Background: an optimization exercise with open tools, aiming at small area, a short achievable clock period and few clock cycles. Do not read the settings as production practice.
Function was checked by simulation only, so behaviour that the tests miss may differ from the original.

==> flow/design.v <==
module MM (
  input  wire [31:0] A,
  input  wire [31:0] B,
  input  wire [31:0] N,
  input  wire        force_sub,
  output wire [31:0] res
);
  wire [32:0] BN;
  wire [32:0] bnc;
  assign bnc[0] = 1'b0;
  genvar k;
  generate
    for (k = 0; k < 32; k = k + 1) begin : bn_add
      MMfa f (.a(B[k]), .b(N[k]), .c(bnc[k]), .sum(BN[k]), .cy(bnc[k+1]));
    end
  endgenerate
  assign BN[32] = bnc[32];
  wire [32:0] Bx = {1'b0, B};
  wire [32:0] Nx = {1'b0, N[31:1], 1'b1};
  wire        q0   = A[0] & B[0];
  wire [32:0] sel0 = ({33{A[0] & q0}} & BN) | ({33{A[0] & ~q0}} & Bx) | ({33{~A[0] & q0}} & Nx);
  wire [31:0] S1   = sel0[32:1];
  wire        q1   = S1[0] ^ (A[1] & B[0]);
  wire [32:0] sel1 = ({33{A[1] & q1}} & BN) | ({33{A[1] & ~q1}} & Bx) | ({33{~A[1] & q1}} & Nx);
  wire [32:0] sum1 = {1'b0, S1} ^ sel1;
  wire [32:0] cy1  = {1'b0, S1} & sel1;
  wire [31:0] nS [2:32];
  wire [32:0] nC [2:32];
  assign nS[2] = ~sum1[32:1];
  assign nC[2] = ~{cy1[32:1], S1[0] | sel1[0]};
  genvar i, j;
  generate
    for (i = 2; i < 32; i = i + 1) begin : row
      wire        q    = nS[i][0] ^ nC[i][0] ^ (A[i] & B[0]);
      wire        l_bn, l_b, l_n, s_bn, s_b, s_n;
      MMdec dl (.a(A[i]), .q(q), .s_bn(l_bn), .s_b(l_b), .s_n(l_n));
      MMdec dh (.a(A[i]), .q(q), .s_bn(s_bn), .s_b(s_b), .s_n(s_n));
      wire        nsel0 = ~((l_bn & BN[0]) | (l_b & B[0]) | l_n);
      wire [32:0] nsum;
      wire [32:0] ncy;
      assign ncy[0] = nS[i][0] & nC[i][0] & nsel0;
      for (j = 1; j < 32; j = j + 1) begin : col
        wire nsel;
        if (j == 1) begin : lo
          MMsel us (.s_bn(l_bn), .s_b(l_b), .s_n(l_n), .bn(BN[j]), .b(B[j]), .n(N[j]),
                    .nsel(nsel));
        end else begin : hi
          MMsel us (.s_bn(s_bn), .s_b(s_b), .s_n(s_n), .bn(BN[j]), .b(B[j]), .n(N[j]),
                    .nsel(nsel));
        end
        MMfa  uf (.a(nS[i][j]), .b(nC[i][j]), .c(nsel), .sum(nsum[j]), .cy(ncy[j]));
      end
      wire nsel32 = ~(s_bn & BN[32]);
      assign nsum[32] = ~(nC[i][32] ^ nsel32);
      assign ncy[32]  = nC[i][32] | nsel32;
      assign nsum[0]  = 1'b1;
      assign nS[i+1] = nsum[32:1];
      assign nC[i+1] = ncy;
    end
  endgenerate
  wire [32:0] tS;
  wire [32:0] tc;
  assign tc[0] = 1'b1;
  generate
    for (k = 0; k < 32; k = k + 1) begin : t_add
      MMfa f (.a(nS[32][k]), .b(nC[32][k]), .c(tc[k]), .sum(tS[k]), .cy(tc[k+1]));
    end
  endgenerate
  assign tS[32] = ~(nC[32][32] ^ tc[32]);
  wire [31:0] y;
  wire [32:0] yc;
  assign yc[0] = 1'b0;
  generate
    for (k = 0; k < 32; k = k + 1) begin : d_add
      MMfa f (.a(tS[k]), .b(N[k]), .c(yc[k]), .sum(y[k]), .cy(yc[k+1]));
    end
  endgenerate
  wire ge = ~(tS[32] & yc[32]);
  assign res = (force_sub | ge) ? ~y : ~tS[31:0];
endmodule
module MMdec (
  input  wire a,
  input  wire q,
  output wire s_bn,
  output wire s_b,
  output wire s_n
);
  assign s_bn = a & q;
  assign s_b  = a & ~q;
  assign s_n  = ~a & q;
endmodule
module MMsel (
  input  wire s_bn,
  input  wire s_b,
  input  wire s_n,
  input  wire bn,
  input  wire b,
  input  wire n,
  output wire nsel
);
  assign nsel = ~((s_bn & bn) | (s_b & b) | (s_n & n));
endmodule
module MMfa (
  input  wire a,
  input  wire b,
  input  wire c,
  output wire sum,
  output wire cy
);
  assign sum = a ^ b ^ c;
  assign cy  = (a & b) | (a & c) | (b & c);
endmodule
module RSA (
  input  wire        clk,
  input  wire        rst_n,
  input  wire        exe,
  input  wire [31:0] data,
  output reg         en,
  output reg  [7:0]  addr,
  output wire [31:0] result,
  output reg  [1:0]  status,
  output reg         o_en
);
  localparam [3:0] IDLE = 4'd0,  LDN  = 4'd1,  LDK  = 4'd2,  FSUB = 4'd3,
                   SNI  = 4'd4,  DBL  = 4'd5,  SQR2 = 4'd6,  CIN  = 4'd7,
                   PSQ  = 4'd8,  PMUL = 4'd9,  SQ   = 4'd10, SQ2  = 4'd11,
                   MULB = 4'd12, MUL3 = 4'd13, COUT = 4'd14, LAST = 4'd15;
  reg [3:0]  state;
  reg        done;
  reg [5:0]  cnt;       
  reg [31:0] N;
  reg [31:0] key;
  reg [31:0] R2;        
  reg [31:0] base;      
  reg [31:0] b3;        
  reg [31:0] acc;
  assign result = acc;
  reg [4:0] msb;
  integer k;
  always @* begin
    msb = 5'd0;
    for (k = 1; k < 32; k = k + 1)
      if (key[k]) msb = k[4:0];
  end
  wire key0  = (key == 32'd0);
  wire kbit  = key[cnt[4:0]];
  wire kbit1 = key[cnt[4:0] - 5'd1];
  wire last  = (cnt == 6'd0);
  wire one   = (cnt == 6'd1);
  wire kshort = (msb == 5'd0);    
  reg  [31:0] opA;
  reg  [31:0] opB;
  always @* begin
    case (state)
      CIN:       opA = key0 ? 32'd1 : base;
      PMUL, MULB: opA = base;
      MUL3:      opA = b3;
      COUT:      opA = 32'd1;
      DBL:       opA = {acc[30:0], 1'b0};
      FSUB:      opA = 32'd0;
      default:   opA = acc;
    endcase
    opB = (state == CIN) ? R2 : acc;
  end
  wire [31:0] mres;
  MM mm (.A(opA), .B(opB), .N(N), .force_sub(state == FSUB), .res(mres));
  always @(posedge clk or negedge rst_n) begin
    if (!rst_n) begin
      state  <= IDLE;
      done   <= 1'b0;
      en     <= 1'b0;
      addr   <= 8'd191;
      status <= 2'b00;
      o_en   <= 1'b0;
    end else begin
      en   <= 1'b1;
      o_en <= (state == COUT) || (state == MULB && last);
      case (state)
        IDLE: if (exe && !done) begin state <= LDN; status <= 2'b01; end
        LDN:  begin state <= LDK; addr <= 8'd127; end
        LDK:  begin state <= FSUB; addr <= 8'd0; end
        FSUB: state <= N[31] ? DBL : SNI;
        SNI:  if (last) state <= DBL;
        DBL:  state <= SQR2;
        SQR2: if (last) state <= CIN;
        CIN:  begin
                state <= PSQ;
                if (msb[4:1] == 4'd0) addr <= addr + 8'd1;
              end
        PSQ:  state <= PMUL;
        PMUL: begin
                state <= last ? COUT : SQ;
                if (one) addr <= addr + 8'd1;
              end
        SQ:   begin
                if (kbit) state <= (!last && kbit1) ? SQ2 : MULB;
                else if (last) state <= COUT;
                if (one && (!kbit || kbit1)) addr <= addr + 8'd1;
              end
        SQ2:  state <= MUL3;
        MUL3: begin
                state <= last ? COUT : SQ;
                if (one) addr <= addr + 8'd1;
              end
        MULB: begin
                if (last) state <= (addr == 8'd64) ? LAST : CIN;
                else      state <= SQ;
                if (one) addr <= addr + 8'd1;
              end
        COUT: state <= (addr == 8'd64) ? LAST : CIN;
        LAST: begin state <= IDLE; done <= 1'b1; status <= 2'b11; end
        default: ;
      endcase
    end
  end
  always @(posedge clk) begin
    case (state)
      LDK:  N   <= data;
      FSUB: begin key <= data; cnt <= 6'd39; end
      DBL:  cnt <= 6'd4;
      CIN:  cnt <= kshort ? 6'd0 : {1'b0, msb - 5'd1};
      SNI, SQR2, PMUL, MULB, MUL3: cnt <= cnt - 6'd1;
      SQ:   if (!kbit || (!last && kbit1)) cnt <= cnt - 6'd1;
      default: ;
    endcase
    if (!(state == PMUL && !kbit) && !((state == PSQ || state == PMUL) && kshort))
      acc <= mres;
    if (state == SQR2)
      R2 <= mres;
    if (state == PMUL)
      b3 <= mres;
    if (state == CIN)
      base <= mres;
    else if ((state == SQR2 && last) || state == COUT || (state == MULB && last) ||
             (state == SQ && last && kbit))
      base <= data;
  end
endmodule
make LEC_CHECK=0 CAP_MARGIN=20 CORE_MARGIN=2 CORE_UTILIZATION=40 SLEW_MARGIN=20 SYNTH_HIERARCHICAL=1 SYNTH_MINIMUM_KEEP_SIZE=0 finish   # period 400.0 ns
run.sh (not shown) runs the stock make flow with config.mk's settings and CLKGATE_MAP_FILE= SYNTH_SCRIPT=/design/flow/synth_recipe.tcl, a recipe that flattens the netlist after the stock synthesis.
Testbench counts at the start, summed over its fixed seeds: cycles 54,984.
Next try:
--- a/flow/design.v
+++ b/flow/design.v
@@ -30,22 +30,19 @@
   assign nC[2] = ~{cy1[32:1], S1[0] | sel1[0]};
   genvar i, j;
   generate
     for (i = 2; i < 32; i = i + 1) begin : row
       wire        q    = nS[i][0] ^ nC[i][0] ^ (A[i] & B[0]);
-      wire        l_bn, l_b, l_n, s_bn, s_b, s_n;
-      MMdec dl (.a(A[i]), .q(q), .s_bn(l_bn), .s_b(l_b), .s_n(l_n));
+      wire        s_bn, s_b, s_n;
       MMdec dh (.a(A[i]), .q(q), .s_bn(s_bn), .s_b(s_b), .s_n(s_n));
-      wire        nsel0 = ~((l_bn & BN[0]) | (l_b & B[0]) | l_n);
       wire [32:0] nsum;
       wire [32:0] ncy;
-      assign ncy[0] = nS[i][0] & nC[i][0] & nsel0;
+      assign ncy[0] = nS[i][0] & nC[i][0];
       for (j = 1; j < 32; j = j + 1) begin : col
         wire nsel;
         if (j == 1) begin : lo
-          MMsel us (.s_bn(l_bn), .s_b(l_b), .s_n(l_n), .bn(BN[j]), .b(B[j]), .n(N[j]),
-                    .nsel(nsel));
+          MMsel1 us (.a(A[i]), .q(q), .bn(BN[j]), .b(B[j]), .n(N[j]), .nsel(nsel));
         end else begin : hi
           MMsel us (.s_bn(s_bn), .s_b(s_b), .s_n(s_n), .bn(BN[j]), .b(B[j]), .n(N[j]),
                     .nsel(nsel));
         end
         MMfa  uf (.a(nS[i][j]), .b(nC[i][j]), .c(nsel), .sum(nsum[j]), .cy(ncy[j]));
@@ -86,10 +83,20 @@
   output wire s_n
 );
   assign s_bn = a & q;
   assign s_b  = a & ~q;
   assign s_n  = ~a & q;
+endmodule
+module MMsel1 (
+  input  wire a,
+  input  wire q,
+  input  wire bn,
+  input  wire b,
+  input  wire n,
+  output wire nsel
+);
+  assign nsel = ~((q & a & bn) | (q & ~a & n) | (~q & a & b));
 endmodule
 module MMsel (
   input  wire s_bn,
   input  wire s_b,
   input  wire s_n,
Critical path depth is unchanged; worst hold slack barely changes; global-route usage is higher by 0.83 points; sequential cell count stays the same; die area is lower by 1.3%; clock skew is lower by 0.0052 ns; non-clock buffer count is lower by 19; via count is lower by 2.4%; cell count is lower by 2.0%.
Testbench counts after the change, summed over its fixed seeds: cycles 54,984.

[static timing again, ports no longer ideal]
Ports are ideal in the flow. The routed layouts listed here were re-timed in OpenROAD.
Step 1: set_driving_cell puts a clkbuf_16 on clk and a buf_2 on each other input, an assumption about the parent block.
Step 2 also shifts input and output timing later by t, the mid clock arrival at the registers, as if the neighbouring blocks saw the same clock.
Three values: ideal ports, drivers, drivers and shift; two values: the first two.
| run | shift t [ns] | setup WS [ns] | worst setup path at the end | worst register clock-pin slew, ns | cell pins on the clock port's net |
|---|---|---|---|---|---|
| the first run | 0.544 | 318.332 / 318.290 / 318.623 | input to register | 0.08 / 0.08 | 1 |
| the second run | 0.550 | 318.329 / 318.283 / 318.638 | input to register | 0.07 / 0.07 | 1 |
After both steps setup and hold are still met in every run listed.
